From an optimization exercise on the open Yosys and OpenROAD flow, aimed at small area; shortcuts taken in it are not production practice.
In this exercise RTL edits were held to simulation tests only and were not proved equivalent to the original.
The clock cells of runs 4 to 6 come from the design's own scripts or RTL, not from TritonCTS.
The clock port is modelled as an ideal driver, which makes a skipped or thinned clock tree look cheaper than it is; a real chip needs a root buffer or a tree.
Power is estimated from default activity; no workload was simulated.

--- flow/config.mk ---
export PLATFORM = sky130hd
export DESIGN_NAME = dm_cache
export DESIGN_NICKNAME = dm_cache
export VERILOG_FILES = /design/flow/design.v
export SDC_FILE = /design/flow/constraint.sdc
export NUM_CORES = 4
export LEC_CHECK = 0
export CAP_MARGIN = 20
export CORE_MARGIN = 2
export CORE_UTILIZATION = 60
export SLEW_MARGIN = 20
export SYNTH_HIERARCHICAL = 1
export SYNTH_MINIMUM_KEEP_SIZE = 0
--- flow/constraint.sdc ---
create_clock -name core_clock -period 6.0 [get_ports {clk}]
set_input_delay 1.2000 -clock core_clock [delete_from_list [all_inputs] [get_ports {clk}]]
set_output_delay 1.2000 -clock core_clock [all_outputs]
set_load 0.01 [all_outputs]
--- flow/design.v ---
package memory_sub_system_param;
    localparam byte WORD_SIZE           = 32;        
    localparam integer CACHE_SIZE       = 1024;      
    localparam byte CACHE_LINE_SIZE     = 16;        
    localparam integer NUM_CACHE_LINES  = CACHE_SIZE / CACHE_LINE_SIZE;
    localparam integer MEMORY_SIZE      = 64 * 1024;     
    localparam byte ADDR_LENGTH     = $clog2(MEMORY_SIZE);       
    localparam byte INDEX_LENGTH    = $clog2(NUM_CACHE_LINES);
    localparam byte TAG_LENGTH      = $clog2(MEMORY_SIZE / CACHE_SIZE);
    localparam byte OFFSET_LENGTH   = ADDR_LENGTH - INDEX_LENGTH - TAG_LENGTH;
endpackage
import memory_sub_system_param::*;
module tag_mem #(
    parameter byte TAG_LEN          = TAG_LENGTH,
    parameter integer NUM_CACHE_L   = NUM_CACHE_LINES
    )(
    input                       clk,
    input [NUM_CACHE_L-1:0]     we_line,     
    input [NUM_CACHE_L-1:0]     we_line_n,   
    input [TAG_LEN-1:0]         tag_in,
    output logic [NUM_CACHE_L-1:0][TAG_LEN-1:0] tag_memory
    );
    logic [NUM_CACHE_L-1:0][TAG_LEN-1:0] nxt;
    for (genvar i = 0; i < NUM_CACHE_L; i++) begin : g_line
        for (genvar b = 0; b < TAG_LEN; b++) begin : g_bit
            hold_cell hc (.we(we_line[i]), .we_n(we_line_n[i]), .d(tag_in[b]), .q(tag_memory[i][b]), .nxt(nxt[i][b]));
        end
    end
    always_ff @(posedge clk)
        tag_memory <= nxt;
endmodule
import memory_sub_system_param::*;
module valid_mem #(
    parameter integer NUM_CACHE_L   = NUM_CACHE_LINES
    )(
    input                       clk,
    input                       resetn,
    input [NUM_CACHE_L-1:0]     we_line,     
    output logic [NUM_CACHE_L-1:0] valid_memory
    );
    logic [NUM_CACHE_L-1:0] nxt;
    for (genvar i = 0; i < NUM_CACHE_L; i++) begin : g_line
        valid_cell vc (.resetn(resetn), .we(we_line[i]), .q(valid_memory[i]), .nxt(nxt[i]));
    end
    always_ff @(posedge clk)
        valid_memory <= nxt;
endmodule
module valid_cell (
    input  resetn,
    input  we,
    input  q,
    output nxt
    );
    assign nxt = resetn & (q | we);
endmodule
import memory_sub_system_param::*;
module cache #(
    parameter integer NUM_CACHE_L   = NUM_CACHE_LINES,
    parameter integer CACHE_L_SIZE  = CACHE_LINE_SIZE
    )(
    input                       clk,
    input [NUM_CACHE_L-1:0]     we_line,     
    input [NUM_CACHE_L-1:0]     we_line_n,   
    input [CACHE_L_SIZE-1:0]    din,
    output logic [NUM_CACHE_L-1:0][CACHE_L_SIZE-1:0] cache_memory
    );
    logic [NUM_CACHE_L-1:0][CACHE_L_SIZE-1:0] nxt;
    for (genvar i = 0; i < NUM_CACHE_L; i++) begin : g_line
        for (genvar b = 0; b < CACHE_L_SIZE; b++) begin : g_bit
            hold_cell hc (.we(we_line[i]), .we_n(we_line_n[i]), .d(din[b]), .q(cache_memory[i][b]), .nxt(nxt[i][b]));
        end
    end
    always_ff @(posedge clk)
        cache_memory <= nxt;
endmodule
module hold_cell (
    input  we,
    input  we_n,
    input  d,
    input  q,
    output nxt
    );
    assign nxt = (we & d) | (we_n & q);
endmodule
import memory_sub_system_param::*;
module dm_cache (
    input                       clk,
    input                       resetn,
    input                       write,
    input                       select,
    input  [INDEX_LENGTH-1:0]   index,
    input  [TAG_LENGTH-1:0]     tag_in,
    input  [CACHE_LINE_SIZE-1:0] mem_write,
    input  [CACHE_LINE_SIZE-1:0] mem_read,
    output logic [CACHE_LINE_SIZE-1:0] dout,
    output logic [TAG_LENGTH-1:0]     tag_out,
    output logic                      valid_out
    );
    localparam integer N = NUM_CACHE_LINES;
    localparam integer W = CACHE_LINE_SIZE + TAG_LENGTH + 1;    
    wire       wr = resetn & write;
    wire [3:0] pa = 4'b1 << index[1:0];
    wire [3:0] pb = 4'b1 << index[3:2];
    wire [3:0] pc = 4'b1 << index[5:4];
    wire [3:0] pcw = pc & {4{wr}};
    logic [N-1:0] line, we_line, we_line_n;
    for (genvar i = 0; i < N; i++) begin : g_dec
        assign line[i]    = pa[i%4] & pb[(i/4)%4] & pc[i/16];
        assign we_line[i] = pa[i%4] & pb[(i/4)%4] & pcw[i/16];
        assign we_line_n[i] = ~we_line[i];
    end
    logic [N-1:0][CACHE_LINE_SIZE-1:0] cache_memory;
    logic [N-1:0][TAG_LENGTH-1:0] tag_memory;
    logic [N-1:0]               valid_memory;
    cache c0 (
        .clk(clk),
        .we_line(we_line),
        .we_line_n(we_line_n),
        .din(select ? mem_read : mem_write),
        .cache_memory(cache_memory)
    );
    tag_mem tm0 (
        .clk(clk),
        .we_line(we_line),
        .we_line_n(we_line_n),
        .tag_in(tag_in),
        .tag_memory(tag_memory)
    );
    valid_mem vm0 (
        .clk(clk),
        .resetn(resetn),
        .we_line(we_line),
        .valid_memory(valid_memory)
    );
    logic [W-1:0] rd;
    for (genvar b = 0; b < W; b++) begin : g_col
        logic [N-1:0] col;
        for (genvar i = 0; i < N; i++) begin : g_row
            if (b < CACHE_LINE_SIZE)                 assign col[i] = cache_memory[i][b];
            else if (b < CACHE_LINE_SIZE+TAG_LENGTH) assign col[i] = tag_memory[i][b-CACHE_LINE_SIZE];
            else                                     assign col[i] = valid_memory[i];
        end
        logic [5:0] part;
        read_col rc (.sel(line), .col(col), .part(part));
        assign rd[b] = |part;
    end
    wire v = rd[W-1];
    always_ff @(posedge clk)
        if (resetn && !write) begin
            dout      <= rd[CACHE_LINE_SIZE-1:0] & {CACHE_LINE_SIZE{v}};
            tag_out   <= rd[W-2:CACHE_LINE_SIZE] & {TAG_LENGTH{v}};
            valid_out <= v;
        end
endmodule
module read_col (
    input  [63:0] sel,
    input  [63:0] col,
    output [5:0]  part
    );
    logic [21:0] n;      
    for (genvar k = 0; k < 21; k++) begin : g_aoi
        aoi222 a (.a0(sel[3*k]), .b0(col[3*k]), .a1(sel[3*k+1]), .b1(col[3*k+1]),
                  .a2(sel[3*k+2]), .b2(col[3*k+2]), .y(n[k]));
    end
    nand2 n63 (.a(sel[63]), .b(col[63]), .y(n[21]));
    for (genvar j = 0; j < 5; j++) begin : g_nand
        nand4 g (.a(n[4*j]), .b(n[4*j+1]), .c(n[4*j+2]), .d(n[4*j+3]), .y(part[j]));
    end
    nand2 n5 (.a(n[20]), .b(n[21]), .y(part[5]));
endmodule
module aoi222 (
    input  a0, b0, a1, b1, a2, b2,
    output y
    );
    assign y = ~((a0 & b0) | (a1 & b1) | (a2 & b2));
endmodule
module nand4 (
    input  a, b, c, d,
    output y
    );
    assign y = ~(a & b & c & d);
endmodule
module nand2 (
    input  a, b,
    output y
    );
    assign y = ~(a & b);
endmodule
--- flow/run.sh ---
#!/bin/bash
# synth_recipe.tcl (not shown) runs the flow's synth.tcl, then flattens the netlist and writes it again
# the make line also repeats each setting of config.mk as NAME=value (left out here)
make -C /OpenROAD-flow-scripts/flow DESIGN_CONFIG=/design/flow/config.mk WORK_HOME=/design/flow/orfs CLKGATE_MAP_FILE= SYNTH_SCRIPT=/design/flow/synth_recipe.tcl finish
==> impl_metrics.json, run 1 <==
{
  "status": "complete, no violations",
  "synth_xor_area_frac": 0,
  "grt_start_max_net_pins": 65,
  "core_region_area_um2": 83820,
  "numCtsBuffers": 148,
  "cts_root_buf": "clkbuf_16",
  "clkTransAtPathRegs_ns": 0.06,
  "synth_top_family_by_area": "compound AO/OA/AOI/OAI gates",
  "dr_total_vias": 42961,
  "synth_compound_area_frac": 0.3503,
  "place_hpwl_um": 112500,
  "syn_area_um2": 50850,
  "p_per_area_nw_per_um2": 372.6,
  "rows": 106,
  "clockBufferDepth": 3,
  "worstPathRequired_ns": 6.49,
  "final_cell_mix": "1472 x dfxtp_1, 1408 x a22o_1, 483 x a222oi_1, 165 x buf_4, 154 x clkbuf_16",
  "overflow": 0,
  "syn_area_per_cell_um2": 12.76,
  "grt_pass1_wl_um": 269900,
  "synth_top_area_frac": 0.5795,
  "p_leak_nw": 22.84,
  "antenna_left": 0,
  "crit_path_start_kind": "input port",
  "first_global_vias": 38945,
  "r2r_cells": 4,
  "fin_worst_skew_ns": 0.02052,
  "peakVddDrop_uv": 300.8,
  "hold_path_end": "vm0.valid_memory[4]",
  "area_growth_pct": 15.99,
  "cp.arrival_ns": 5.48,
  "drive_gt1_frac": 0.1111,
  "cts_sinks": 1495,
  "r2r-end": "dout[13]",
  "htree_levels": 4,
  "fmax_ghz": 0.2004,
  "ys_seq_area_frac": 0.5931,
  "synth_fa_ha_area_frac": 0,
  "max_stage_delay_ns": 1.13,
  "cts_tree": "yes",
  "synthCells": 3986,
  "crit_fanout": 32,
  "die_w_um": 295.1,
  "cp_slowest_cell": "clkdlybuf4s50_1",
  "pin_count": 71,
  "wire_per_inst_um": 33.30,
  "synthMuxAreaShare": 0.003543,
  "worst-path-stages": 8,
  "slew_viol_final": 0,
  "layout_min_cycle_time_ns": 4.989,
  "clk_latency_ns": 0.77,
  "tightestPinTransition_ns": 1.317,
  "period_share": 0.8315,
  "initial_utilization": 0.6067,
  "drc": 0,
  "synth_largest_area_cell": "dfxtp_1",
  "nets": 4362,
  "cap_violations": 0,
  "synth_nets": 4034,
  "yosysWarnings": 10,
  "gp_congestion": 0.9946,
  "hold-path-cell-count": 1,
  "endpoint_kind": "register",
  "min-delay-start": "vm0.valid_memory[4]",
  "ctsHoldBuffers": 0,
  "holdCritPathClass": "reg -> reg",
  "antenna_found_initial": 15,
  "dieArea_um2": 87100,
  "hold_viol_final": 0,
  "cts_setup_buffers": 0,
  "cts_resized": 0,
  "worstSetupPathType": "in -> reg",
  "rsz0062_at_grt": "no",
  "grt_usage": 0.4120,
  "wirelength_um": 185500,
  "ys_seq_elements": 1495,
  "mostFrequentLayoutCell": "dfxtp_1",
  "setup_tns_ns": 0,
  "synth-simple-area-share": 0.04761,
  "rrSetupSlack_ns": 3.31,
  "viasPerCell": 7.712,
  "port_buffers": 70,
  "cp_num_buf_inv": 2,
  "relSlewSlack": 0.1196,
  "setup_viol": 0,
  "drtIter0Drc": 7912,
  "synth_cell_types": 31,
  "crit_family": "simple AND/OR/NAND/NOR gates",
  "die_height_um": 295.1,
  "ys_top_cells_by_area": "dfxtp_1 58%, a22o_1 24%, a222oi_1 9.5%",
  "power_mw": 21.98,
  "rr_startpoint": "c0.cache_memory[733]",
  "cp_cell_sequence": "clkdlybuf4s50_1 -> nand4bb_1 -> nor2_1 -> buf_4 -> a222oi_1 -> nand4_1 -> nor4_1 -> a22oi_1",
  "drt-pass1-iter-count": 13
}
-- per-module statistics from Yosys, one instance, submodules excluded, a selection --
| module | cells | copies in the design | cell area, um2 |
|---|---|---|---|
| dm_cache | 398 | 1 | 2846 |
| cache | 1024 | 1 | 20500 |
| valid_cell | 1 | 64 | 7.507 |
| hold_cell | 1 | 1408 | 8.758 |
| aoi222 | 1 | 483 | 10.01 |
| tag_mem | 384 | 1 | 7687 |
| nand4 | 1 | 115 | 6.256 |
| nand2 | 1 | 46 | 3.754 |
| valid_mem | 64 | 1 | 1281 |
-- worst max-delay path by stage --
stage / startpoint / to / slack [ns]
final: index[1] / dout[13] / 1.01
after global routing: index[1] / dout[13] / 1.07
after CTS: index[1] / dout[13] / 1.26
after detailed placement: index[1] / dout[13] / 0.47
after global placement: index[1] / dout[13] / 0.55
after floorplan: index[4] / dout[10] / 2.29
-- cell usage after synthesis --
cell type and count:
a222oi_1 483, a22o_1 1408, a22oi_1 22, and4_1 2
and4b_1 6, and4bb_2 6, buf_1 1, buf_2 27
buf_4 1, buf_6 6, clkbuf_1 18, dfxtp_1 1472
edfxtp_1 23, mux2_2 16, nand2_1 112, nand2b_1 2
nand4_1 117, nand4b_1 6, nand4bb_1 7, nor2_1 112
nor2_2 39, nor2b_1 1, nor4_1 22, nor4_2 2
nor4b_2 4, nor4bb_1 1, o21a_1 64, or2_2 1
or4_4 1, or4b_1 1, or4b_4 3
-- registers in the layout, summed over array words and instances (netlist names) --
name	cells
valid_out	1
tag_out	6
c0.cache_memory	1024
tm0.tag_memory	384
dout	16
vm0.valid_memory	64
-- stage by stage --
| step | hold slack (ns) | setup slack [ns] | util | area, um2 | std cells |
|---|---|---|---|---|---|
| after detailed placement | 0.4408 | 0.4740 | 0.6446 | 54030 | 5296 |
| after global routing | 0.4662 | 1.072 | 0.7036 | 58970 | 5565 |
| after floorplan | 0.4266 | 2.286 | - | 50850 | 3986 |
| after global placement | 0.4346 | 0.5514 | 0.6443 | 54010 | 5295 |
| after CTS | 0.4544 | 1.257 | 0.7029 | 58920 | 5562 |
| final | 0.4548 | 1.011 | 0.7037 | 58990 | 5571 |
-- worst register-to-register path, cell delays in order, from the launching register on --
cell      delay (ns)
dfxtp_1         0.31
a222oi_1        0.80
nand4_1         0.49
nor4_1          0.68
a22oi_1         0.13
-- routing by layer --
metal	wire [um]	share of wire	global-route usage	vias up
met1	74730	0.40	0.5969	21281
met5	135	0.00073	0	-
met3	26180	0.14	0.1310	454
met2	75450	0.41	0.5566	3177
met4	9007	0.049	0.1857	14
li1	-	-	-	18035
-- where the power goes --
| group | internal, mW | switching [mW] |
|---|---|---|
| clock network | 5.42 | 3.94 |
| registers | 10.8 | 0.490 |
| logic | 0.640 | 0.690 |
-- cell type report --
class | instances | area [um2]
Antenna cell | 7 | 17.52
Clock buffer | 227 | 4448
Clock inverter | 39 | 440.4
Fill cell | 6082 | 24830
Multi-Input combinational cell | 2438 | 20600
Sequential cell | 1495 | 30160
Tap cell | 1134 | 1419
Timing Repair Buffer | 231 | 1899
-- cells by family after synthesis --
family | after synthesis
AOI/OAI and AO/OA | 1977
buffers and inverters | 53
DFF | 1495
muxes | 16
and+or+nand+nor | 445
==> run 2: changes to the inputs <==
--- a/flow/config.mk
+++ b/flow/config.mk
@@ -7,7 +7,11 @@
 export LEC_CHECK = 0
 export CAP_MARGIN = 20
 export CORE_MARGIN = 2
-export CORE_UTILIZATION = 60
+export CORE_UTILIZATION = 70
+export CTS_BUF_LIST = sky130_fd_sc_hd__clkbuf_16
+export CTS_CLUSTER_DIAMETER = 60
+export CTS_CLUSTER_SIZE = 25
+export PLACE_DENSITY = 0.75
 export SLEW_MARGIN = 20
 export SYNTH_HIERARCHICAL = 1
 export SYNTH_MINIMUM_KEEP_SIZE = 0
==> run 2 against run 1 <==
Effect of this change:
- non-clock buffer count is 23 lower
- power fell by 15%
- combinational power hardly changed
- core utilization increased by 8.1 points
- register-to-register slack hardly changed
- count of clock-buffer cells in the layout decreased by 146
- critical path depth up 2
- setup slack got worse by 0.16 ns
- clock power down 34%
- sequential power is essentially flat
- hold slack improved by 0.0082 ns
- area after synthesis did not move
- critical endpoint is now tag_out[4]
- largest cell class unchanged
- highest routed layer unchanged
==> impl_metrics.json, run 2 <==
{
  "regArea_um2": 30160,
  "core_region_area_um2": 71730,
  "syn_area_um2": 50850,
  "cp_cell_sequence": "clkdlybuf4s50_1 -> buf_4 -> nand4_1 -> nor2_1 -> buf_4 -> a222oi_1 -> nand4_1 -> nor4_1 -> buf_4 -> a22oi_1",
  "crit_family": "buffers and inverters",
  "fin_worst_skew_ns": 0.03689,
  "peakVddDrop_uv": 374.6,
  "period_share": 0.8577,
  "p_per_area_nw_per_um2": 333.5,
  "synth_edf_count": 23,
  "cts_setup_buffers": 0,
  "antenna_found_initial": 17,
  "place_hpwl_um": 108800,
  "ys_seq_area_frac": 0.5931,
  "wirelength_um": 182600,
  "worstPathRequired_ns": 6.38,
  "finalNonFillerCells": 5222,
  "tightestPinTransition_ns": 1.218,
  "hold_viol_final": 0,
  "comb_power_share": 0.071,
  "crit_path_start_kind": "input port",
  "crit_fanout": 23,
  "status": "complete, no violations",
  "grt_pass1_wl_um": 267500,
  "dr_total_vias": 43595,
  "synth_top_area_frac": 0.5795,
  "placedCellCount": 5090,
  "synthArstFlopShare": 0,
  "clock_power_share": 0.327,
  "die_height_um": 273.5,
  "worstSetupPathType": "in -> reg",
  "nFillCells": 4611,
  "synth_cell_types": 31,
  "holdCritPathClass": "reg -> reg",
  "layout_min_cycle_time_ns": 5.146,
  "drt-pass1-iter-count": 14,
  "grt_start_max_net_pins": 74,
  "p_leak_nw": 21.56,
  "yosysWarnings": 10,
  "hold_slack_ns": 0.4630,
  "switching_power_mw": 4.658,
  "p_seq_frac": 0.602,
  "clk_latency_ns": 0.69,
  "cp.arrival_ns": 5.53,
  "ys_top_cells_by_area": "dfxtp_1 58%, a22o_1 24%, a222oi_1 9.5%",
  "ys_seq_elements": 1495,
  "wire_per_inst_um": 34.96,
  "cap_violations": 0,
  "rows": 98,
  "cts_root_buf": "clkbuf_16",
  "cp_slowest_cell": "a222oi_1",
  "intPower_mw": 14.11,
  "pin_count": 71,
  "synthTopCellsByCount": "1472 x dfxtp_1, 1408 x a22o_1, 483 x a222oi_1, 117 x nand4_1",
  "synth_nets": 4034,
  "rrSetupSlack_ns": 3.30,
  "initial_utilization": 0.7089,
  "synth_largest_area_cell": "dfxtp_1",
  "htree_levels": 3,
  "synthCells": 3986,
  "grt_usage": 0.4693,
  "final_cell_mix": "1472 x dfxtp_1, 1408 x a22o_1, 483 x a222oi_1, 139 x buf_4, 117 x nand4_1",
  "switching_share": 0.2483,
  "mostFrequentLayoutCell": "dfxtp_1",
  "syn_area_per_cell_um2": 12.76,
  "top_regs": "c0.cache_memory x1024, tm0.tag_memory x384, vm0.valid_memory x64",
  "ys.flop_type": "dfxtp_1",
  "endpoint_kind": "register",
  "multi_input_area_um2": 20660,
  "nets": 4271,
  "drive_gt1_frac": 0.08737,
  "rsz0062_at_grt": "no",
  "regMostFlops": "c0.cache_memory",
  "max_stage_delay_ns": 0.95,
  "drtIter0Drc": 9344,
  "dieArea_um2": 74820,
  "area_growth_pct": 10.64,
  "overflow": 0,
  "fmax_ghz": 0.1943,
  "setup_tns_ns": 0,
  "drc": 0,
  "cts_sinks": 1495,
  "clkTransAtPathRegs_ns": 0.09,
  "slew_viol_final": 0,
  "largest_reg_flops": 1024,
  "port_buffers": 70,
  "cts_tree": "yes",
  "numCtsBuffers": 80,
  "crit_path_frequent_cell": "buf_4",
  "cts_resized": 0,
  "relSlewSlack": 0.1863,
  "clockBufferDepth": 3,
  "synth.most_common_cell": "dfxtp_1",
  "cp_num_buf_inv": 4,
  "antenna_left": 0,
  "ctsHoldBuffers": 0,
  "first_global_vias": 40051,
  "gp_congestion": 1.021,
  "setup_viol": 0,
  "die_w_um": 273.5,
  "viasPerCell": 8.348
}
[run 2: changes by cell type in the layout (fill, tap and decap cells not counted), moves of 5 or more]
cell,delta
buf_4,-26
bufinv_16,-5
clkbuf_1,-41
clkbuf_16,-73
clkbuf_8,-32
clkinv_2,-18
inv_1,+5
inv_12,+5
inv_6,+6
inv_8,+6
nor2_1,-8
nor2_4,+8
[run 2: kinds of logic after synthesis]
family                 Yosys count  share of synthesized area
AO/OA/AOI/OAI                 1977                     0.3503
multiplexers                    16                   0.003543
flip-flops                    1495                     0.5931
AND/OR/NAND/NOR                445                    0.04761
buffers and inverters           53                   0.005536
[run 2: routing by layer]
layer	vias to the layer above	GRT usage	wire [um]
met2	3840	0.6674	75610
met1	21200	0.6397	66380
li1	17812	-	-
met4	28	0.2111	10390
met5	-	0	174
met3	715	0.1707	30020
[run 2: path summary, 6_finish.rpt]
path | from | to | cells after the start
setup / recovery | index[2] | tag_out[4] | 10
hold / removal | vm0.valid_memory[10] | vm0.valid_memory[10] | 1
setup reg to reg | tm0.tag_memory[94] | tag_out[4] | 5
hold reg to reg | vm0.valid_memory[10] | vm0.valid_memory[10] | 1
[run 2: final cells by class]
| class | count | area share |
|---|---|---|
| Timing Repair Buffer | 208 | 0.03076 |
| Clock buffer | 81 | 0.03603 |
| Clock inverter | 47 | 0.008762 |
| Sequential cell | 1495 | 0.5360 |
| Antenna cell | 3 | 0.0001334 |
| Multi-Input combinational cell | 2438 | 0.3672 |
| Tap cell | 950 | 0.02113 |
[run 2: power groups by stage]
stage | Combinational [mW] | Sequential [mW] | Clock, mW
floorplan | 0.870 | 11.3 | 0
global placement | 1.22 | 11.5 | 0
detailed placement | 1.28 | 11.5 | 0
CTS | 1.29 | 11.3 | 6.08
global route | 1.40 | 11.4 | 6.45
finish | 1.34 | 11.3 | 6.13
[run 2: through the flow]
step	util	total power, mW	setup WS [ns]	area [um2]
global route	0.7843	19.22	0.9386	56260
floorplan	-	12.20	2.286	50850
detailed placement	0.7480	12.75	0.6171	53660
finish	0.7844	18.76	0.8537	56260
CTS	0.7832	18.64	1.289	56180
global placement	0.7473	12.69	0.5866	53610
[run 2: per-module statistics from Yosys (local to each module, per instance), a selection]
module,flops+latches,cell area (um2),cells inside
cache,1024,20500,1024
valid_mem,64,1281,64
nand2,0,3.754,1
hold_cell,0,8.758,1
valid_cell,0,7.507,1
tag_mem,384,7687,384
dm_cache,23,2846,398
nand4,0,6.256,1
aoi222,0,10.01,1
==> run 3: changes to the inputs <==
==> flow/flow/run.sh (new file) <==
#!/bin/bash
# The standard layout (standard.sh: the standard flow's synthesis and ORFS flow), with two changes:
#  - port buffers use the smallest buffer cell instead of clkdlybuf4s50_1;
#  - the clock tree uses clkbuf_16 only, larger sink clusters and no dummy loads.
# make's full output goes to finish.log; each ORFS step keeps its own log under orfs/logs/.
set -euo pipefail
B=sky130_fd_sc_hd__clkbuf
bash standard.sh finish \
  "BUFFER_PORTS_ARGS=-buffer_cell sky130_fd_sc_hd__buf_1" \
  "CTS_ARGS=-sink_clustering_enable -repair_clock_nets -dont_use_dummy_load -sink_clustering_size 25 -sink_clustering_max_diameter 60 -buf_list ${B}_16" \
  > finish.log 2>&1
==> flow/standard.sh (new file) <==
#!/bin/bash
# synth_recipe.tcl (not shown) runs the flow's synth.tcl, then flattens the netlist and writes it again
# the make line also repeats each setting of config.mk as NAME=value (left out here)
make -C /OpenROAD-flow-scripts/flow DESIGN_CONFIG=/design/flow/config.mk WORK_HOME=/design/flow/orfs CLKGATE_MAP_FILE= SYNTH_SCRIPT=/design/flow/synth_recipe.tcl "${@:-finish}"
--- a/flow/config.mk
+++ b/flow/config.mk
@@ -8,9 +8,6 @@
 export CAP_MARGIN = 20
 export CORE_MARGIN = 2
 export CORE_UTILIZATION = 70
-export CTS_BUF_LIST = sky130_fd_sc_hd__clkbuf_16
-export CTS_CLUSTER_DIAMETER = 60
-export CTS_CLUSTER_SIZE = 25
 export PLACE_DENSITY = 0.75
 export SLEW_MARGIN = 20
 export SYNTH_HIERARCHICAL = 1
removed: flow/run.sh
==> run 3 against run 2 <==
Effect of this change:
- final cell count down 0.96%
- clock skew up 0.026 ns
- area after synthesis unchanged
- critical path depth down 1
- die area unchanged
- core utilization down 1.3 points
- sequential share of layout area up 0.91 points
- count of clock-buffer cells in the layout unchanged
- first-iteration DRC count up 6.6%
- synthesized cell count unchanged
- hold slack worse by 0.0047 ns
- highest routed layer unchanged
- global-route usage down 0.44 points
==> impl_metrics.json, run 3 <==
{
  "regMostFlops": "c0.cache_memory",
  "holdCritPathClass": "reg -> reg",
  "dieArea_um2": 74820,
  "first_global_vias": 39404,
  "endpoint": "tag_out[1]",
  "clk_latency_ns": 0.68,
  "postPlaceCellArea_um2": 53210,
  "syn_area_um2": 50850,
  "r2r-end": "tag_out[1]",
  "synthMuxAreaShare": 0.003543,
  "core_region_area_um2": 71730,
  "top_regs": "c0.cache_memory x1024, tm0.tag_memory x384, vm0.valid_memory x64",
  "drc": 0,
  "rr_startpoint": "tm0.tag_memory[271]",
  "rsz0062_at_grt": "no",
  "antenna_found_initial": 15,
  "relSlewSlack": 0.1948,
  "viasPerCell": 8.392,
  "slew_viol_final": 0,
  "r2r_cells": 5,
  "mostFrequentLayoutCell": "dfxtp_1",
  "port_buffers": 70,
  "endpoint_kind": "register",
  "htree_levels": 3,
  "cts_setup_buffers": 0,
  "synth_edf_count": 23,
  "synthCells": 3986,
  "grt_usage": 0.4650,
  "initial_utilization": 0.7089,
  "die_w_um": 273.5,
  "cap_violations": 0,
  "pin_count": 71,
  "rrSetupSlack_ns": 3.27,
  "p_per_area_nw_per_um2": 328.5,
  "fmax_ghz": 0.2271,
  "nets": 4267,
  "drtIter0Drc": 9962,
  "ys_top_cells_by_area": "dfxtp_1 58%, a22o_1 24%, a222oi_1 9.5%",
  "synth_cell_types": 31,
  "numCtsBuffers": 81,
  "die_height_um": 273.5,
  "cts_sinks": 1495,
  "crit_start": "index[4]",
  "ys.flop_type": "dfxtp_1",
  "largest_reg_flops": 1024,
  "cts_root_buf": "clkbuf_16",
  "gp_congestion": 1.005,
  "synth_xor_area_frac": 0,
  "synth_fa_ha_area_frac": 0,
  "synthTopCellsByCount": "1472 x dfxtp_1, 1408 x a22o_1, 483 x a222oi_1, 117 x nand4_1",
  "synth_top_area_frac": 0.5795,
  "cp.arrival_ns": 4.73,
  "fin_area_um2": 55330,
  "yosysWarnings": 10,
  "drive_gt1_frac": 0.07897,
  "synth_top_family_by_area": "compound AO/OA/AOI/OAI gates",
  "period_share": 0.7339,
  "synthArstFlopShare": 0,
  "tightestPinTransition_ns": 1.205,
  "cts_resized": 0,
  "crit_fanout": 12,
  "hold_viol_final": 0,
  "dr_total_vias": 43405,
  "clkTransAtPathRegs_ns": 0.08,
  "setup_tns_ns": 0,
  "setup_viol": 0,
  "antenna_left": 0,
  "final_cell_mix": "1472 x dfxtp_1, 1408 x a22o_1, 483 x a222oi_1, 128 x buf_4, 117 x nand4_1",
  "rows": 98,
  "ys_seq_elements": 1495,
  "worstPathRequired_ns": 6.33,
  "drt-pass1-iter-count": 9,
  "worstSetupPathType": "in -> reg",
  "status": "complete, no violations",
  "wire_per_inst_um": 34.98,
  "area_growth_pct": 8.801,
  "clockBufferDepth": 3,
  "fin_worst_skew_ns": 0.06293,
  "crit_path_start_kind": "input port",
  "p_leak_nw": 21.12,
  "place_hpwl_um": 107800,
  "synth.most_common_cell": "dfxtp_1",
  "grt_pass1_wl_um": 264700,
  "ys_seq_area_frac": 0.5931,
  "grt_start_max_net_pins": 74,
  "wirelength_um": 180900,
  "ctsHoldBuffers": 0,
  "cts_tree": "yes",
  "synth_nets": 4034,
  "synth-simple-area-share": 0.04761,
  "layout_min_cycle_time_ns": 4.403,
  "overflow": 0,
  "syn_area_per_cell_um2": 12.76,
  "synth_largest_area_cell": "dfxtp_1",
  "peakVddDrop_uv": 344.3,
  "nFillCells": 4695,
  "synth_compound_area_frac": 0.3503
}
[run 3: cell count changes in the layout (fill, tap and decap cells not counted), moves of 6 or more]
cell	before	now
buf_1	0	62
buf_4	139	128
clkbuf_4	0	6
clkdlybuf4s50_1	63	0
inv_6	11	0
inv_8	6	0
nor2_2	56	66
nor2_4	15	9
[run 3: layout make-up]
cell class	instances	area (um2)	share of cell area
antenna	5	12.51	0.0002261
clock buffer	81	2027	0.03663
multi-input combinational	2438	20630	0.3729
sequential	1495	30160	0.5451
tap	950	1189	0.02148
timing repair buffer	203	1309	0.02365
[run 3: how the worst min path moves through the flow]
stage,from,endpoint,slack (ns),depth (start not counted)
6_report,vm0.valid_memory[29],vm0.valid_memory[29],0.46,1
5_1_grt,vm0.valid_memory[33],vm0.valid_memory[33],0.47,1
4_1_cts,vm0.valid_memory[2],vm0.valid_memory[2],0.46,1
3_5_place_dp,vm0.valid_memory[29],vm0.valid_memory[29],0.44,1
3_3_place_gp,vm0.valid_memory[6],vm0.valid_memory[6],0.43,1
2_1_floorplan,vm0.valid_memory[0],vm0.valid_memory[0],0.43,1
[run 3: critical path, cell delays in order]
cell and delay (ns):
buf_1 0.41, nand2b_1 0.43, buf_4 0.29, nor2_1 0.23, a222oi_1 0.93, nand4_1 0.54
nor4_1 0.46, buf_4 0.18, a22oi_1 0.05
[run 3: power by group]
| part | switching (mW) | internal, mW | leakage [nW] |
|---|---|---|---|
| Combinational | 0.694 | 0.619 | 7.88 |
| Clock | 3.14 | 2.41 | 0.998 |
| Sequential | 0.517 | 10.8 | 12.2 |
[run 3: per-module statistics from Yosys, one instance, submodules excluded, excerpt]
module / times used / area [um2] / cells inside / flops+latches
aoi222: 483 / 10.01 / 1 / 0
cache: 1 / 20500 / 1024 / 1024
tag_mem: 1 / 7687 / 384 / 384
nand2: 46 / 3.754 / 1 / 0
valid_cell: 64 / 7.507 / 1 / 0
hold_cell: 1408 / 8.758 / 1 / 0
dm_cache: 1 / 2846 / 398 / 23
valid_mem: 1 / 1281 / 64 / 64
nand4: 115 / 6.256 / 1 / 0
[run 3: cells by family (layout without fill, tap and decap cells)]
group,count (synthesis),in the layout
other cells,0,5
buf+inv,53,284
simple gates,445,445
flops,1495,1495
mux,16,16
compound gates,1977,1977
[run 3: through the flow]
stage                     hold WS [ns]    util  total power, mW  instances  worst slack [ns]
final                           0.4583  0.7713            18.17       5172             1.597
after detailed placement        0.4402  0.7418            12.74       5083             1.270
after floorplan                 0.4266       -            12.20       3986             2.286
after global placement          0.4337  0.7413            12.68       5081             1.089
after CTS                       0.4553  0.7700            18.04       5164             1.917
after global routing            0.4668  0.7712            18.58       5167             1.480
[run 3: routing by layer]
layer	global-route usage	wire, um	share of wire
met5	0	202	0.0011
met2	0.6522	74490	0.41
met1	0.6501	67070	0.37
met4	0.2355	10720	0.059
met3	0.1398	28410	0.16
==> run 4: changes to the inputs <==
==> flow/flow/run.sh (replaced) <==
#!/bin/bash
# The standard layout (standard.sh: the standard flow's synthesis and ORFS flow), with two changes:
#  - port buffers use the smallest buffer cell instead of clkdlybuf4s50_1;
#  - the clock tree is built by flow/clock_tree.tcl (a balanced three-stage tree over a
#    recursive bisection of the registers' placement) in place of TritonCTS.
# make's full output goes to finish.log; each ORFS step keeps its own log under orfs/logs/.
set -euo pipefail
here=$(pwd)
bash standard.sh finish \
  "BUFFER_PORTS_ARGS=-buffer_cell sky130_fd_sc_hd__buf_1" \
  "PRE_CTS_TCL=$here/flow/clock_tree.tcl" \
  > finish.log 2>&1
==> flow/flow/clock_tree.tcl (new file) <==
# Builds the clock tree in place of TritonCTS (sourced as PRE_CTS_TCL by ORFS's cts.tcl).
# The clock sinks are split by recursive bisection of their placement. Each level of the
# tree is a bisection depth with one buffer (or inverter) per group at that depth, placed
# at the centre of the group's sinks; a group's buffer drives the buffers of its subgroups
# at the next level, and the last level drives the sinks. Every sink sits behind the same
# number of stages, with an even number of inverters. clock_tree_synthesis is then replaced
# by a no-op so the rest of cts.tcl (legalisation, timing repair) runs as usual.

# {bisection depth, cell} per level, root first
if { ![info exists ::clock_tree_levels] } {
  set ::clock_tree_levels {
    {0 sky130_fd_sc_hd__inv_16}
    {3 sky130_fd_sc_hd__clkbuf_16}
    {6 sky130_fd_sc_hd__inv_12}
  }
}

set block [ord::get_db_block]
set clk_port_net [[$block findBTerm clk] getNet]

set sinks {}
foreach it [$clk_port_net getITerms] {
  set bb [[$it getInst] getBBox]
  lappend sinks [list [expr {([$bb xMin] + [$bb xMax]) / 2}] [expr {([$bb yMin] + [$bb yMax]) / 2}] $it]
}
puts "clock_tree: [llength $sinks] sinks"

proc ct_bisect { items depth } {
  if { $depth == 0 || [llength $items] < 2 } { return [list $items] }
  set xs [lmap s $items { lindex $s 0 }]
  set ys [lmap s $items { lindex $s 1 }]
  set dx [expr {[tcl::mathfunc::max {*}$xs] - [tcl::mathfunc::min {*}$xs]}]
  set dy [expr {[tcl::mathfunc::max {*}$ys] - [tcl::mathfunc::min {*}$ys]}]
  set sorted [lsort -integer -index [expr {$dx >= $dy ? 0 : 1}] $items]
  set h [expr {[llength $sorted] / 2}]
  return [concat [ct_bisect [lrange $sorted 0 [expr {$h - 1}]] [expr {$depth - 1}]] \
                 [ct_bisect [lrange $sorted $h end] [expr {$depth - 1}]]]
}

proc ct_centre { items } {
  set sx 0; set sy 0
  foreach s $items { set sx [expr {$sx + [lindex $s 0]}]; set sy [expr {$sy + [lindex $s 1]}] }
  return [list [expr {$sx / [llength $items]}] [expr {$sy / [llength $items]}]]
}

# a new cell with its centre at (x, y), input on in_net, output on a new clock net
proc ct_add { name master_name x y in_net } {
  set block [ord::get_db_block]
  set master [[ord::get_db] findMaster $master_name]
  set inst [odb::dbInst_create $block $master $name]
  $inst setLocation [expr {$x - [$master getWidth] / 2}] [expr {$y - [$master getHeight] / 2}]
  $inst setPlacementStatus PLACED
  set out_net [odb::dbNet_create $block "${name}_net"]
  $out_net setSigType CLOCK
  foreach it [$inst getITerms] {
    set mt [$it getMTerm]
    if { [$mt getSigType] ne "SIGNAL" } { continue }
    if { [$mt getIoType] eq "INPUT" } { $it connect $in_net } else { $it connect $out_net }
  }
  return $out_net
}

# build the subtree for group items at level lv, fed by net in_net
proc ct_build { items lv in_net name } {
  lassign [lindex $::clock_tree_levels $lv] depth master
  set out [ct_add $name $master {*}[ct_centre $items] $in_net]
  if { $lv == [llength $::clock_tree_levels] - 1 } {
    foreach s $items { [lindex $s 2] connect $out }
    return 1
  }
  set next_depth [lindex [lindex $::clock_tree_levels [expr {$lv + 1}]] 0]
  set n 1
  set k 0
  foreach g [ct_bisect $items [expr {$next_depth - $depth}]] {
    incr n [ct_build $g [expr {$lv + 1}] $out "${name}_$k"]
    incr k
  }
  return $n
}

foreach s $sinks { [lindex $s 2] disconnect }
set n [ct_build $sinks 0 $clk_port_net clkt]
$clk_port_net setSigType CLOCK
puts "clock_tree: $n cells"

set_propagated_clock [all_clocks]

# the tree is built: skip TritonCTS, and keep repair_clock_inverters from cloning the
# tree's inverters at every register
rename clock_tree_synthesis __unused_clock_tree_synthesis
proc clock_tree_synthesis { args } { puts "clock_tree: TritonCTS skipped" }
rename repair_clock_inverters __unused_repair_clock_inverters
proc repair_clock_inverters { args } { puts "clock_tree: repair_clock_inverters skipped" }
==> run 4 against run 3 <==
Effect of this change:
- still clean
- core utilization decreased by 1.1 points
- clock power decreased by about 20%
- critical path depth increased by 1
- routed wire length decreased by 1.8%
- largest power group unchanged
- highest routed layer unchanged
==> impl_metrics.json, run 4 <==
{
  "synth_largest_area_cell": "dfxtp_1",
  "rsz0062_at_grt": "no",
  "dieArea_um2": 74820,
  "hold_viol_final": 0,
  "first_global_vias": 38698,
  "drc": 0,
  "layout_min_cycle_time_ns": 4.594,
  "holdCritPathClass": "reg -> reg",
  "die_height_um": 273.5,
  "drt-pass1-iter-count": 12,
  "tightestPinTransition_ns": 1.211,
  "core_region_area_um2": 71730,
  "dr_total_vias": 43171,
  "grt_pass1_wl_um": 260600,
  "ys.flop_type": "dfxtp_1",
  "ys_top_cells_by_area": "dfxtp_1 58%, a22o_1 24%, a222oi_1 9.5%",
  "synth.most_common_cell": "dfxtp_1",
  "drive_gt1_frac": 0.07745,
  "ys_seq_elements": 1495,
  "synth_edf_count": 23,
  "crit_start": "index[5]",
  "initial_utilization": 0.7089,
  "regMostFlops": "c0.cache_memory",
  "clk_latency_ns": 0.50,
  "min-delay-start": "vm0.valid_memory[42]",
  "gp_congestion": 1.005,
  "fmax_ghz": 0.2177,
  "p_per_area_nw_per_um2": 312.9,
  "synth_nets": 4034,
  "syn_area_um2": 50850,
  "area_growth_pct": 7.293,
  "cap_violations": 0,
  "regArea_um2": 30160,
  "antenna_left": 0,
  "crit_path_start_kind": "input port",
  "worstPathRequired_ns": 6.19,
  "relSlewSlack": 0.1920,
  "nFillCells": 4786,
  "final_cell_mix": "1472 x dfxtp_1, 1408 x a22o_1, 483 x a222oi_1, 128 x buf_4, 117 x nand4_1",
  "nets": 4259,
  "endpoint_kind": "register",
  "status": "complete, no violations",
  "cts_resized": 0,
  "mostFrequentLayoutCell": "dfxtp_1",
  "drtIter0Drc": 10001,
  "viasPerCell": 8.360,
  "synthCells": 3986,
  "antenna_found_initial": 20,
  "yosysWarnings": 10,
  "clkTransAtPathRegs_ns": 0.10,
  "grt_usage": 0.4533,
  "ys_seq_area_frac": 0.5931,
  "postPlaceCellArea_um2": 53210,
  "cts_setup_buffers": 0,
  "synthArstFlopShare": 0,
  "place_hpwl_um": 107800,
  "p_leak_nw": 20.69,
  "ctsHoldBuffers": 0,
  "grt_start_max_net_pins": 74,
  "overflow": 0,
  "setup_tns_ns": 0,
  "period_share": 0.7656,
  "syn_area_per_cell_um2": 12.76,
  "peakVddDrop_uv": 327.5,
  "pin_count": 71,
  "die_w_um": 273.5,
  "rr_startpoint": "tm0.tag_memory[166]",
  "slew_viol_final": 0,
  "setup_viol": 0,
  "multi_input_area_um2": 20640,
  "wirelength_um": 177700,
  "rows": 98,
  "largest_reg_flops": 1024,
  "fin_area_um2": 54560,
  "crit_fanout": 23,
  "synth_cell_types": 31,
  "synth_top_area_frac": 0.5795,
  "fin_worst_skew_ns": 0.02955,
  "wire_per_inst_um": 34.40,
  "cp.arrival_ns": 4.78,
  "port_buffers": 70,
  "worstSetupPathType": "in -> reg",
  "rrSetupSlack_ns": 3.30,
  "top_regs": "c0.cache_memory x1024, tm0.tag_memory x384, vm0.valid_memory x64",
  "synthTopCellsByCount": "1472 x dfxtp_1, 1408 x a22o_1, 483 x a222oi_1, 117 x nand4_1"
}
[run 4: logic make-up after synthesis]
kind of cell | count (synthesis) | synth area share
AO/OA/AOI/OAI | 1977 | 0.3503
buffers and inverters | 53 | 0.005536
flip-flops | 1495 | 0.5931
multiplexers | 16 | 0.003543
AND/OR/NAND/NOR | 445 | 0.04761
[run 4: power by group]
group | total (mW) | internal (mW) | switching (mW)
Sequential | 11.3 | 10.8 | 0.512
Combinational | 1.30 | 0.619 | 0.685
Clock | 4.46 | 0.790 | 3.67
[run 4: metal layers]
metal	GRT usage	vias to the layer above	part of all wire
li1	-	17758	-
met1	0.6480	20943	0.37
met2	0.6380	3848	0.41
met3	0.1268	598	0.16
met4	0.2051	24	0.057
met5	0	-	0.00079
[run 4: per-stage QoR]
step	power, mW	std cells	hold WS (ns)	utilization	setup WS [ns]
detailed placement	12.74	5083	0.4402	0.7418	1.270
global route	17.52	5159	0.4752	0.7605	1.401
global placement	12.68	5081	0.4337	0.7413	1.089
CTS	16.97	5156	0.4627	0.7594	1.773
floorplan	12.20	3986	0.4266	-	2.286
finish	17.07	5164	0.4634	0.7606	1.406
[run 4: worst max-delay path, cell delays in order]
cell,delay [ns]
buf_1,0.16
buf_4,0.22
nand2b_1,0.47
buf_4,0.30
nor2_1,0.06
buf_4,0.24
a222oi_1,0.62
nand4_1,0.55
nor4_1,0.78
a22oi_1,0.16
[run 4: worst paths after layout]
check                          to  depth (start not counted)
max                    tag_out[4]                         10
min reg2reg  vm0.valid_memory[42]                          1
min          vm0.valid_memory[42]                          1
max reg2reg            tag_out[4]                          4
[run 4: layout make-up]
class | count | share of cell area
Sequential cell | 1495 | 0.5527
Multi-Input combinational cell | 2438 | 0.3782
Timing Repair Buffer | 203 | 0.02392
Tap cell | 950 | 0.02179
Inverter | 65 | 0.01945
Buffer | 8 | 0.003669
Antenna cell | 5 | 0.0002293
[run 4: Yosys stat by module, one instance, submodules excluded, a selection]
module      flops+latches  times used  cells  cell area [um2]
aoi222                  0         483      1            10.01
cache                1024           1   1024            20500
hold_cell               0        1408      1            8.758
nand2                   0          46      1            3.754
nand4                   0         115      1            6.256
tag_mem               384           1    384             7687
valid_cell              0          64      1            7.507
valid_mem              64           1     64             1281
==> run 5: changes to the inputs <==
--- a/flow/design.v
+++ b/flow/design.v
@@ -98,16 +98,32 @@
     );
     localparam integer N = NUM_CACHE_LINES;
     localparam integer W = CACHE_LINE_SIZE + TAG_LENGTH + 1;    
-    wire       wr = resetn & write;
-    wire [3:0] pa = 4'b1 << index[1:0];
-    wire [3:0] pb = 4'b1 << index[3:2];
-    wire [3:0] pc = 4'b1 << index[5:4];
-    wire [3:0] pcw = pc & {4{wr}};
+    wire [5:0] ix_n;
+    for (genvar k = 0; k < 6; k++) begin : g_inv
+        inv1 u (.a(index[k]), .y(ix_n[k]));
+    end
+    wire wr_n, wr;
+    nand2 u_wrn (.a(resetn), .b(write), .y(wr_n));
+    inv1  u_wr  (.a(wr_n), .y(wr));
+    wire [3:0] pa, pb, pc, pc_n, pcw, pcw_n;
+    for (genvar k = 0; k < 4; k++) begin : g_pre
+        nor2  ua (.a(k[0] ? ix_n[0] : index[0]), .b(k[1] ? ix_n[1] : index[1]), .y(pa[k]));
+        nor2  ub (.a(k[0] ? ix_n[2] : index[2]), .b(k[1] ? ix_n[3] : index[3]), .y(pb[k]));
+        nor2  uc (.a(k[0] ? ix_n[4] : index[4]), .b(k[1] ? ix_n[5] : index[5]), .y(pc[k]));
+        nand2 ucn (.a(k[0] ? index[4] : ix_n[4]), .b(k[1] ? index[5] : ix_n[5]), .y(pc_n[k]));
+        nand2 uwn (.a(pc[k]), .b(wr), .y(pcw_n[k]));
+        nor2  uw  (.a(pc_n[k]), .b(wr_n), .y(pcw[k]));
+    end
+    wire [15:0] ab, ab_n;
+    for (genvar j = 0; j < 16; j++) begin : g_ab
+        nand2 un (.a(pa[j%4]), .b(pb[j/4]), .y(ab_n[j]));
+        inv1  ui (.a(ab_n[j]), .y(ab[j]));
+    end
     logic [N-1:0] line, we_line, we_line_n;
     for (genvar i = 0; i < N; i++) begin : g_dec
-        assign line[i]    = pa[i%4] & pb[(i/4)%4] & pc[i/16];
-        assign we_line[i] = pa[i%4] & pb[(i/4)%4] & pcw[i/16];
-        assign we_line_n[i] = ~we_line[i];
+        nor2  ul (.a(ab_n[i%16]), .b(pc_n[i/16]),  .y(line[i]));
+        nor2  uw (.a(ab_n[i%16]), .b(pcw_n[i/16]), .y(we_line[i]));
+        nand2 un (.a(ab[i%16]),   .b(pcw[i/16]),   .y(we_line_n[i]));
     end
     logic [N-1:0][CACHE_LINE_SIZE-1:0] cache_memory;
     logic [N-1:0][TAG_LENGTH-1:0] tag_memory;
@@ -132,7 +148,7 @@
         .we_line(we_line),
         .valid_memory(valid_memory)
     );
-    logic [W-1:0] rd;
+    logic [W-1:0] q0, q1;        
     for (genvar b = 0; b < W; b++) begin : g_col
         logic [N-1:0] col;
         for (genvar i = 0; i < N; i++) begin : g_row
@@ -142,13 +158,20 @@
         end
         logic [5:0] part;
         read_col rc (.sel(line), .col(col), .part(part));
-        assign rd[b] = |part;
-    end
-    wire v = rd[W-1];
+        nor3 u0 (.a(part[0]), .b(part[1]), .c(part[2]), .y(q0[b]));
+        nor3 u1 (.a(part[3]), .b(part[4]), .c(part[5]), .y(q1[b]));
+    end
+    wire v, v_n;                 
+    nand2 u_v  (.a(q0[W-1]), .b(q1[W-1]), .y(v));
+    and2  u_vn (.a(q0[W-1]), .b(q1[W-1]), .y(v_n));
+    logic [W-2:0] rd;            
+    for (genvar b = 0; b < W-1; b++) begin : g_mask
+        aoi21 u (.a1(q0[b]), .a2(q1[b]), .b1(v_n), .y(rd[b]));
+    end
     always_ff @(posedge clk)
         if (resetn && !write) begin
-            dout      <= rd[CACHE_LINE_SIZE-1:0] & {CACHE_LINE_SIZE{v}};
-            tag_out   <= rd[W-2:CACHE_LINE_SIZE] & {TAG_LENGTH{v}};
+            dout      <= rd[CACHE_LINE_SIZE-1:0];
+            tag_out   <= rd[W-2:CACHE_LINE_SIZE];
             valid_out <= v;
         end
 endmodule
@@ -186,3 +209,33 @@
     );
     assign y = ~(a & b);
 endmodule
+module nor2 (
+    input  a, b,
+    output y
+    );
+    assign y = ~(a | b);
+endmodule
+module nor3 (
+    input  a, b, c,
+    output y
+    );
+    assign y = ~(a | b | c);
+endmodule
+module and2 (
+    input  a, b,
+    output y
+    );
+    assign y = a & b;
+endmodule
+module inv1 (
+    input  a,
+    output y
+    );
+    assign y = ~a;
+endmodule
+module aoi21 (
+    input  a1, a2, b1,
+    output y
+    );
+    assign y = ~((a1 & a2) | b1);
+endmodule
==> run 5 against run 4 <==
Effect of this change:
- power about the same
- global-route usage fell by 1.0 points
- critical path type unchanged
- via count shrank 1.7%
- largest cell class unchanged
- area after synthesis decreased by 0.54%
- still clean on timing, DRC and antenna
- critical path depth stayed put
- combinational power barely moved
- first-iteration DRC count fell by 6.0%
- core utilization grew 0.24 points
- clock power is essentially flat
- synthesized cell count fell by 0.75%
==> impl_metrics.json, run 5 <==
{
  "clkTransAtPathRegs_ns": 0.10,
  "dr_total_vias": 42445,
  "syn_area_per_cell_um2": 12.78,
  "finalNonFillerCells": 5200,
  "fin_worst_skew_ns": 0.01738,
  "synth_nets": 4004,
  "p_leak_nw": 20.95,
  "core_region_area_um2": 71490,
  "antenna_left": 0,
  "fmax_ghz": 0.2388,
  "ys.flop_type": "dfxtp_1",
  "rows": 98,
  "layout_min_cycle_time_ns": 4.188,
  "crit_path_frequent_cell": "buf_4",
  "crit_fanout": 23,
  "die_w_um": 272.8,
  "place_ws_ns": 1.483,
  "fin_util": 0.7630,
  "die_height_um": 272.8,
  "synth.most_common_cell": "dfxtp_1",
  "synth_largest_area_cell": "dfxtp_1",
  "synth_edf_count": 23,
  "synth_cell_types": 17,
  "fin_area_um2": 54550,
  "yosysWarnings": 10,
  "cts_resized": 0,
  "wire_per_inst_um": 33.25,
  "largest_reg_flops": 1024,
  "synthCells": 3956,
  "dieArea_um2": 74420,
  "cp_slowest_cell": "nor3_2",
  "worstPathRequired_ns": 6.23,
  "nets": 4297,
  "ctsHoldBuffers": 0,
  "setup_viol": 0,
  "ys_seq_elements": 1495,
  "ys_seq_area_frac": 0.5963,
  "worst_slack_ns": 1.812,
  "worstSetupPathType": "in -> reg",
  "drive_gt1_frac": 0.08029,
  "cp.arrival_ns": 4.42,
  "viasPerCell": 8.163,
  "synth_top_area_frac": 0.5826,
  "cap_violations": 0,
  "syn_area_um2": 50580,
  "tightestPinTransition_ns": 1.158,
  "max_stage_delay_ns": 0.73,
  "rsz0062_at_grt": "no",
  "pin_count": 71,
  "setup_tns_ns": 0,
  "hold_viol_final": 0,
  "final_cell_mix": "1472 x dfxtp_1, 1408 x a22o_1, 483 x a222oi_1, 148 x buf_4, 135 x nand2_1",
  "placedCellCount": 5123,
  "antenna_found_initial": 5,
  "cts_setup_buffers": 0,
  "drt-pass1-iter-count": 12,
  "clk_latency_ns": 0.48,
  "area_growth_pct": 7.849,
  "first_global_vias": 38170,
  "peakVddDrop_uv": 331.0,
  "holdCritPathClass": "reg -> reg",
  "endpoint_kind": "register",
  "initial_utilization": 0.7075,
  "drtIter0Drc": 9400,
  "mostFrequentLayoutCell": "dfxtp_1",
  "ys_top_cells_by_area": "dfxtp_1 58%, a22o_1 24%, a222oi_1 9.6%",
  "status": "complete, no violations",
  "top_regs": "c0.cache_memory x1024, tm0.tag_memory x384, vm0.valid_memory x64",
  "nFillCells": 4864,
  "cp_cell_sequence": "buf_1 -> inv_1 -> nand2_1 -> buf_4 -> nor2_1 -> buf_4 -> a222oi_1 -> nand4_1 -> nor3_2 -> a21oi_2",
  "crit_path_start_kind": "input port",
  "port_buffers": 70,
  "slew_viol_final": 0,
  "overflow": 0,
  "synthArstFlopShare": 0,
  "grt_start_max_net_pins": 65,
  "gp_congestion": 0.9900,
  "place_hpwl_um": 100900,
  "wirelength_um": 172900,
  "grt_pass1_wl_um": 253400,
  "synthTopCellsByCount": "1472 x dfxtp_1, 1408 x a22o_1, 483 x a222oi_1, 144 x nor2_1, 136 x nand2_1",
  "grt_usage": 0.4431,
  "postPlaceCellArea_um2": 53230,
  "drc": 0,
  "relSlewSlack": 0.2283,
  "p_per_area_nw_per_um2": 312.8,
  "regMostFlops": "c0.cache_memory",
  "period_share": 0.6979
}
==> run 5: cell types whose count changed in the layout (fill, tap and decap cells not counted), sizes merged, moves of 22 or more <==
cell and change:
nor3 +46, nand2 +24, nor4 -24, inv +23, a21oi +22, a22oi -22
==> run 5: metal layers <==
layer / part of all wire / global-route usage / vias up / wire length (um)
met4: 0.062 / 0.2112 / 4 / 10690
met5: 0.00011 / 0 / - / 19
met3: 0.14 / 0.1086 / 509 / 24670
li1: - / - / 17714 / -
met2: 0.42 / 0.6312 / 3494 / 72430
met1: 0.38 / 0.6330 / 20724 / 65080
==> run 5: layout make-up <==
type / instances / area [um2] / area share
Antenna cell: 3 / 7.507 / 0.0001376
Buffer: 8 / 200.2 / 0.003670
Inverter: 88 / 1147 / 0.02103
Tap cell: 950 / 1189 / 0.02179
Timing Repair Buffer: 220 / 1426 / 0.02615
Sequential cell: 1495 / 30160 / 0.5529
Multi-Input combinational cell: 2436 / 20420 / 0.3743
==> run 5: per-module statistics from Yosys (local to each module, per instance), a selection <==
module      copies in the design  flip-flops and latches  cells
and2                           1                       0      1
nand4                        115                       0      1
cache                          1                    1024   1024
nor3                          46                       0      1
nand2                        136                       0      1
hold_cell                   1408                       0      1
inv1                          23                       0      1
nor2                         144                       0      1
tag_mem                        1                     384    384
aoi21                         22                       0      1
dm_cache                       1                      23     42
valid_mem                      1                      64     64
valid_cell                    64                       0      1
aoi222                       483                       0      1
==> run 5: stage by stage <==
step,hold WS (ns),power (mW)
2_1_floorplan,0.4266,12.19
3_3_place_gp,0.4328,12.65
3_5_place_dp,0.4396,12.72
4_1_cts,0.4626,16.98
5_1_grt,0.4731,17.53
6_report,0.4632,17.06
==> run 5: logic make-up (layout without fill, tap and decap cells) <==
kind of cell | after synthesis | after routing | synth area share
other cells | 0 | 3 | 0
simple gates | 443 | 443 | 0.04436
mux | 16 | 16 | 0.004304
buf+inv | 25 | 316 | 0.002325
flops | 1495 | 1495 | 0.5963
compound gates | 1977 | 1977 | 0.3527
==> run 5: final timing paths <==
| check | start | endpoint | slack [ns] | cells after the start |
|---|---|---|---|---|
| min reg2reg | vm0.valid_memory[58] | vm0.valid_memory[58] | 0.46 | 1 |
| max reg2reg | vm0.valid_memory[57] | tag_out[3] | 3.54 | 6 |
| min | vm0.valid_memory[58] | vm0.valid_memory[58] | 0.46 | 1 |
| max | index[5] | dout[6] | 1.81 | 10 |
==> run 5: power breakdown <==
part	switching [mW]	internal [mW]
Sequential	0.480	10.8
Clock	3.69	0.790
Combinational	0.702	0.613
Total	4.87	12.2
==> run 5: worst max-delay path, delay by kind of cell <==
family | cells | cell delay, ns
buffers and inverters | 4 | 0.81
AND/OR/NAND/NOR | 4 | 1.79
AO/OA/AOI/OAI | 2 | 0.60
==> run 6: changes to the inputs <==
--- a/flow/design.v
+++ b/flow/design.v
@@ -56,10 +56,12 @@
 import memory_sub_system_param::*;
 module cache #(
     parameter integer NUM_CACHE_L   = NUM_CACHE_LINES,
-    parameter integer CACHE_L_SIZE  = CACHE_LINE_SIZE
+    parameter integer CACHE_L_SIZE  = CACHE_LINE_SIZE,
+    parameter integer HALF          = 11
     )(
     input                       clk,
-    input [NUM_CACHE_L-1:0]     we_line,     
+    input [NUM_CACHE_L-1:0]     we_lo,       
+    input [NUM_CACHE_L-1:0]     we_hi,       
     input [NUM_CACHE_L-1:0]     we_line_n,   
     input [CACHE_L_SIZE-1:0]    din,
     output logic [NUM_CACHE_L-1:0][CACHE_L_SIZE-1:0] cache_memory
@@ -67,7 +69,8 @@
     logic [NUM_CACHE_L-1:0][CACHE_L_SIZE-1:0] nxt;
     for (genvar i = 0; i < NUM_CACHE_L; i++) begin : g_line
         for (genvar b = 0; b < CACHE_L_SIZE; b++) begin : g_bit
-            hold_cell hc (.we(we_line[i]), .we_n(we_line_n[i]), .d(din[b]), .q(cache_memory[i][b]), .nxt(nxt[i][b]));
+            wire we = (b < HALF) ? we_lo[i] : we_hi[i];
+            hold_cell hc (.we(we), .we_n(we_line_n[i]), .d(din[b]), .q(cache_memory[i][b]), .nxt(nxt[i][b]));
         end
     end
     always_ff @(posedge clk)
@@ -119,25 +122,29 @@
         nand2 un (.a(pa[j%4]), .b(pb[j/4]), .y(ab_n[j]));
         inv1  ui (.a(ab_n[j]), .y(ab[j]));
     end
-    logic [N-1:0] line, we_line, we_line_n;
+    localparam integer HALF = 11;    
+    logic [N-1:0] line_lo, line_hi, we_lo, we_hi, we_line_n;
     for (genvar i = 0; i < N; i++) begin : g_dec
-        nor2  ul (.a(ab_n[i%16]), .b(pc_n[i/16]),  .y(line[i]));
-        nor2  uw (.a(ab_n[i%16]), .b(pcw_n[i/16]), .y(we_line[i]));
-        nand2 un (.a(ab[i%16]),   .b(pcw[i/16]),   .y(we_line_n[i]));
+        nor2  ul0 (.a(ab_n[i%16]), .b(pc_n[i/16]),  .y(line_lo[i]));
+        nor2  ul1 (.a(ab_n[i%16]), .b(pc_n[i/16]),  .y(line_hi[i]));
+        nor2  uw0 (.a(ab_n[i%16]), .b(pcw_n[i/16]), .y(we_lo[i]));
+        nor2  uw1 (.a(ab_n[i%16]), .b(pcw_n[i/16]), .y(we_hi[i]));
+        nand2 un  (.a(ab[i%16]),   .b(pcw[i/16]),   .y(we_line_n[i]));
     end
     logic [N-1:0][CACHE_LINE_SIZE-1:0] cache_memory;
     logic [N-1:0][TAG_LENGTH-1:0] tag_memory;
     logic [N-1:0]               valid_memory;
     cache c0 (
         .clk(clk),
-        .we_line(we_line),
+        .we_lo(we_lo),
+        .we_hi(we_hi),
         .we_line_n(we_line_n),
         .din(select ? mem_read : mem_write),
         .cache_memory(cache_memory)
     );
     tag_mem tm0 (
         .clk(clk),
-        .we_line(we_line),
+        .we_line(we_hi),
         .we_line_n(we_line_n),
         .tag_in(tag_in),
         .tag_memory(tag_memory)
@@ -145,7 +152,7 @@
     valid_mem vm0 (
         .clk(clk),
         .resetn(resetn),
-        .we_line(we_line),
+        .we_line(we_hi),
         .valid_memory(valid_memory)
     );
     logic [W-1:0] q0, q1;        
@@ -157,7 +164,8 @@
             else                                     assign col[i] = valid_memory[i];
         end
         logic [5:0] part;
-        read_col rc (.sel(line), .col(col), .part(part));
+        wire [N-1:0] sel = (b < HALF) ? line_lo : line_hi;
+        read_col rc (.sel(sel), .col(col), .part(part));
         nor3 u0 (.a(part[0]), .b(part[1]), .c(part[2]), .y(q0[b]));
         nor3 u1 (.a(part[3]), .b(part[4]), .c(part[5]), .y(q1[b]));
     end
==> run 6 against run 5 <==
Effect of this change:
- critical path depth unchanged
- synthesized cell count up 3.2%
- power about the same
- core utilization down 1.4 points
- clock skew down 0.0016 ns
- sequential share of layout area up 0.21 points
- maximum frequency down 5.8%
- hold slack about the same
- sequential power about the same
- setup slack worse by 0.26 ns
- critical endpoint unchanged
- largest cell class unchanged
==> impl_metrics.json, run 6 <==
{
  "gp_congestion": 0.9607,
  "clock_power_share": 0.262,
  "grt_usage": 0.4292,
  "drtIter0Drc": 8894,
  "placedCellCount": 5185,
  "cts_resized": 0,
  "crit_family": "simple AND/OR/NAND/NOR gates",
  "r2r_cells": 6,
  "cp_num_buf_inv": 3,
  "final_cell_mix": "1472 x dfxtp_1, 1408 x a22o_1, 483 x a222oi_1, 272 x nor2_1, 136 x nand2_1",
  "fin_worst_skew_ns": 0.01574,
  "syn_area_um2": 51060,
  "wire_per_inst_um": 32.13,
  "ctsHoldBuffers": 0,
  "synthCells": 4084,
  "setup_viol": 0,
  "synthTopCellsByCount": "1472 x dfxtp_1, 1408 x a22o_1, 483 x a222oi_1, 272 x nor2_1, 136 x nand2_1",
  "drc": 0,
  "p_seq_frac": 0.661,
  "initial_utilization": 0.7034,
  "hold-path-cell-count": 1,
  "layout_min_cycle_time_ns": 4.448,
  "clkTransAtPathRegs_ns": 0.10,
  "worst_slack_ns": 1.552,
  "area_growth_pct": 6.435,
  "p_per_area_nw_per_um2": 313.9,
  "viasPerCell": 8.105,
  "antenna_left": 0,
  "p_leak_nw": 20.60,
  "slew_viol_final": 0,
  "fmax_ghz": 0.2248,
  "crit_path_start_kind": "input port",
  "drt-pass1-iter-count": 9,
  "endpoint_kind": "register",
  "switching_share": 0.2848,
  "overflow": 0,
  "ys_top_cells_by_area": "dfxtp_1 58%, a22o_1 24%, a222oi_1 9.5%",
  "rsz0062_at_grt": "no",
  "synthArstFlopShare": 0,
  "synth_nets": 4132,
  "ys.flop_type": "dfxtp_1",
  "port_buffers": 70,
  "cp_slowest_cell": "nand2_1",
  "switching_power_mw": 4.859,
  "relSlewSlack": 0.2069,
  "synth.most_common_cell": "dfxtp_1",
  "ys_seq_elements": 1495,
  "cp_cell_sequence": "buf_1 -> inv_1 -> nand2_1 -> nor2_1 -> a222oi_1 -> nand4_1 -> nor3_2 -> and2_1 -> buf_4 -> a21oi_2",
  "place_hpwl_um": 105300,
  "pin_count": 71,
  "nFillCells": 5017,
  "place_ws_ns": 1.288,
  "dr_total_vias": 42647,
  "synth_top_area_frac": 0.5772,
  "regMostFlops": "c0.cache_memory",
  "mostFrequentLayoutCell": "dfxtp_1",
  "drive_gt1_frac": 0.05559,
  "setup_tns_ns": 0,
  "nets": 4349,
  "max_stage_delay_ns": 0.88,
  "yosysWarnings": 10,
  "period_share": 0.7413,
  "core_region_area_um2": 72590,
  "comb_power_share": 0.077,
  "grt_start_max_net_pins": 65,
  "cp.arrival_ns": 4.67,
  "grt_pass1_wl_um": 248900,
  "power_mw": 17.06,
  "clk_latency_ns": 0.49,
  "largest_reg_flops": 1024,
  "die_height_um": 274.1,
  "status": "complete, no violations",
  "intPower_mw": 12.20,
  "synth_edf_count": 23,
  "tightestPinTransition_ns": 1.187,
  "finalNonFillerCells": 5262,
  "peakVddDrop_uv": 298.6,
  "ys_seq_area_frac": 0.5907,
  "antenna_found_initial": 2,
  "hold_viol_final": 0,
  "worst-path-stages": 10,
  "cts_setup_buffers": 0,
  "dieArea_um2": 75120,
  "worstPathRequired_ns": 6.22,
  "worstSetupPathType": "in -> reg",
  "synth_largest_area_cell": "dfxtp_1",
  "syn_area_per_cell_um2": 12.50,
  "holdCritPathClass": "reg -> reg",
  "crit_fanout": 22,
  "first_global_vias": 38320,
  "top_regs": "c0.cache_memory x1024, tm0.tag_memory x384, vm0.valid_memory x64",
  "cap_violations": 0,
  "synth_cell_types": 17,
  "rows": 99,
  "die_w_um": 274.1,
  "wirelength_um": 169100,
  "rrSetupSlack_ns": 3.69
}
[run 6: per-module statistics from Yosys, one instance, submodules excluded, excerpt]
module / area, um2 / times used / cells
nor2: 3.754 / 272 / 1
valid_mem: 1281 / 1 / 64
aoi21: 8.758 / 22 / 1
and2: 6.256 / 1 / 1
valid_cell: 7.507 / 64 / 1
nand4: 6.256 / 115 / 1
nor3: 10.01 / 46 / 1
dm_cache: 945.9 / 1 / 42
cache: 20500 / 1 / 1024
[run 6: area by class of cell]
cell class | count | area (um2) | share of cell area
buffer | 8 | 200.2 | 0.003684
sequential | 1495 | 30160 | 0.5550
inverter | 88 | 1147 | 0.02111
timing repair buffer | 144 | 839.6 | 0.01545
antenna | 4 | 10.01 | 0.0001842
multi-input combinational | 2564 | 20790 | 0.3825
tap | 959 | 1200 | 0.02208
[run 6: path summary, 6_finish.rpt]
| path | start | endpoint |
|---|---|---|
| worst min register to register | vm0.valid_memory[23] | vm0.valid_memory[23] |
| worst max register to register | vm0.valid_memory[21] | dout[6] |
| worst min-delay path | vm0.valid_memory[23] | vm0.valid_memory[23] |
| worst max-delay path | index[4] | dout[6] |
[run 6: metal layers]
layer  wire length (um)  share of wire  track usage  vias up
met5                  0              0            0        -
met4               8754          0.052       0.1763        0
met1              66600           0.39       0.6366    20788
li1                   -              -            -    17994
met3              24160           0.14      0.09537      491
met2              69550           0.41       0.6040     3374
[run 6: power by group through the flow]
stage | clock, mW | combinational (mW) | sequential, mW
floorplan | 0 | 0.877 | 11.3
global placement | 0 | 1.21 | 11.5
detailed placement | 0 | 1.27 | 11.5
CTS | 4.45 | 1.27 | 11.3
global route | 4.79 | 1.38 | 11.4
finish | 4.47 | 1.31 | 11.3
[run 6: cell families (layout without fill, tap and decap cells)]
family                 after synthesis  in the layout  share of synthesized area
and+or+nand+nor                    571            571                    0.05335
muxes                               16             16                   0.004264
other                                0              4                          0
AOI/OAI and AO/OA                 1977           1977                     0.3494
DFF                               1495           1495                     0.5907
buffers and inverters               25            240                   0.002303
[run 6: per-stage QoR]
| stage | hold slack, ns | area (um2) | util |
|---|---|---|---|
| finish | 0.4633 | 54340 | 0.7487 |
| global route | 0.4753 | 54330 | 0.7485 |
| CTS | 0.4650 | 54330 | 0.7485 |
| detailed placement | 0.4406 | 53070 | 0.7312 |
| global placement | 0.4340 | 53070 | 0.7312 |
| floorplan | 0.4266 | 51060 | - |

-- port drivers added, routing unchanged --
How much do the figures lean on ideal ports? The routed layouts below were timed once more, with nothing changed but the port constraints.
Step 1 sets driving cells, clkbuf_16 on the clock port and buf_2 on the other inputs (assumed; they add their load-dependent delay and slew).
Step 2, shift: input delay + t, output delay - t, t = (earliest + latest rising clock arrival at the registers) / 2. This alone moves slack from input paths to output paths.
Slacks: no drivers / after step 1 / after step 2; pairs: no drivers / after step 1.
| run | shift t [ns] | setup slack, ns | slew at the worst register clock pin (ns) | worst data-port slew with drivers (ns) | pins driven straight from the clock port |
|---|---|---|---|---|---|
| run 1 | 0.831 | 1.011 / 0.924 / 0.093 | 0.06 / 0.06 | 0.17 | 1 |
| run 2 | 0.748 | 0.854 / 0.905 / 0.156 | 0.10 / 0.10 | 0.11 | 1 |
| run 3 | 0.718 | 1.597 / 1.558 / 0.841 | 0.10 / 0.10 | 0.13 | 1 |
| run 4 | 0.586 | 1.406 / 1.451 / 0.865 | 0.11 / 0.11 | 0.13 | 1 |
| run 5 | 0.575 | 1.812 / 1.784 / 1.208 | 0.10 / 0.10 | 0.13 | 1 |
| run 6 | 0.583 | 1.552 / 1.518 / 0.936 | 0.10 / 0.10 | 0.14 | 1 |
After both steps every run listed still meets setup and hold. The setup slack of run 1, which loses most, moves by -0.087 ns with the drivers and by -0.918 ns with both steps.
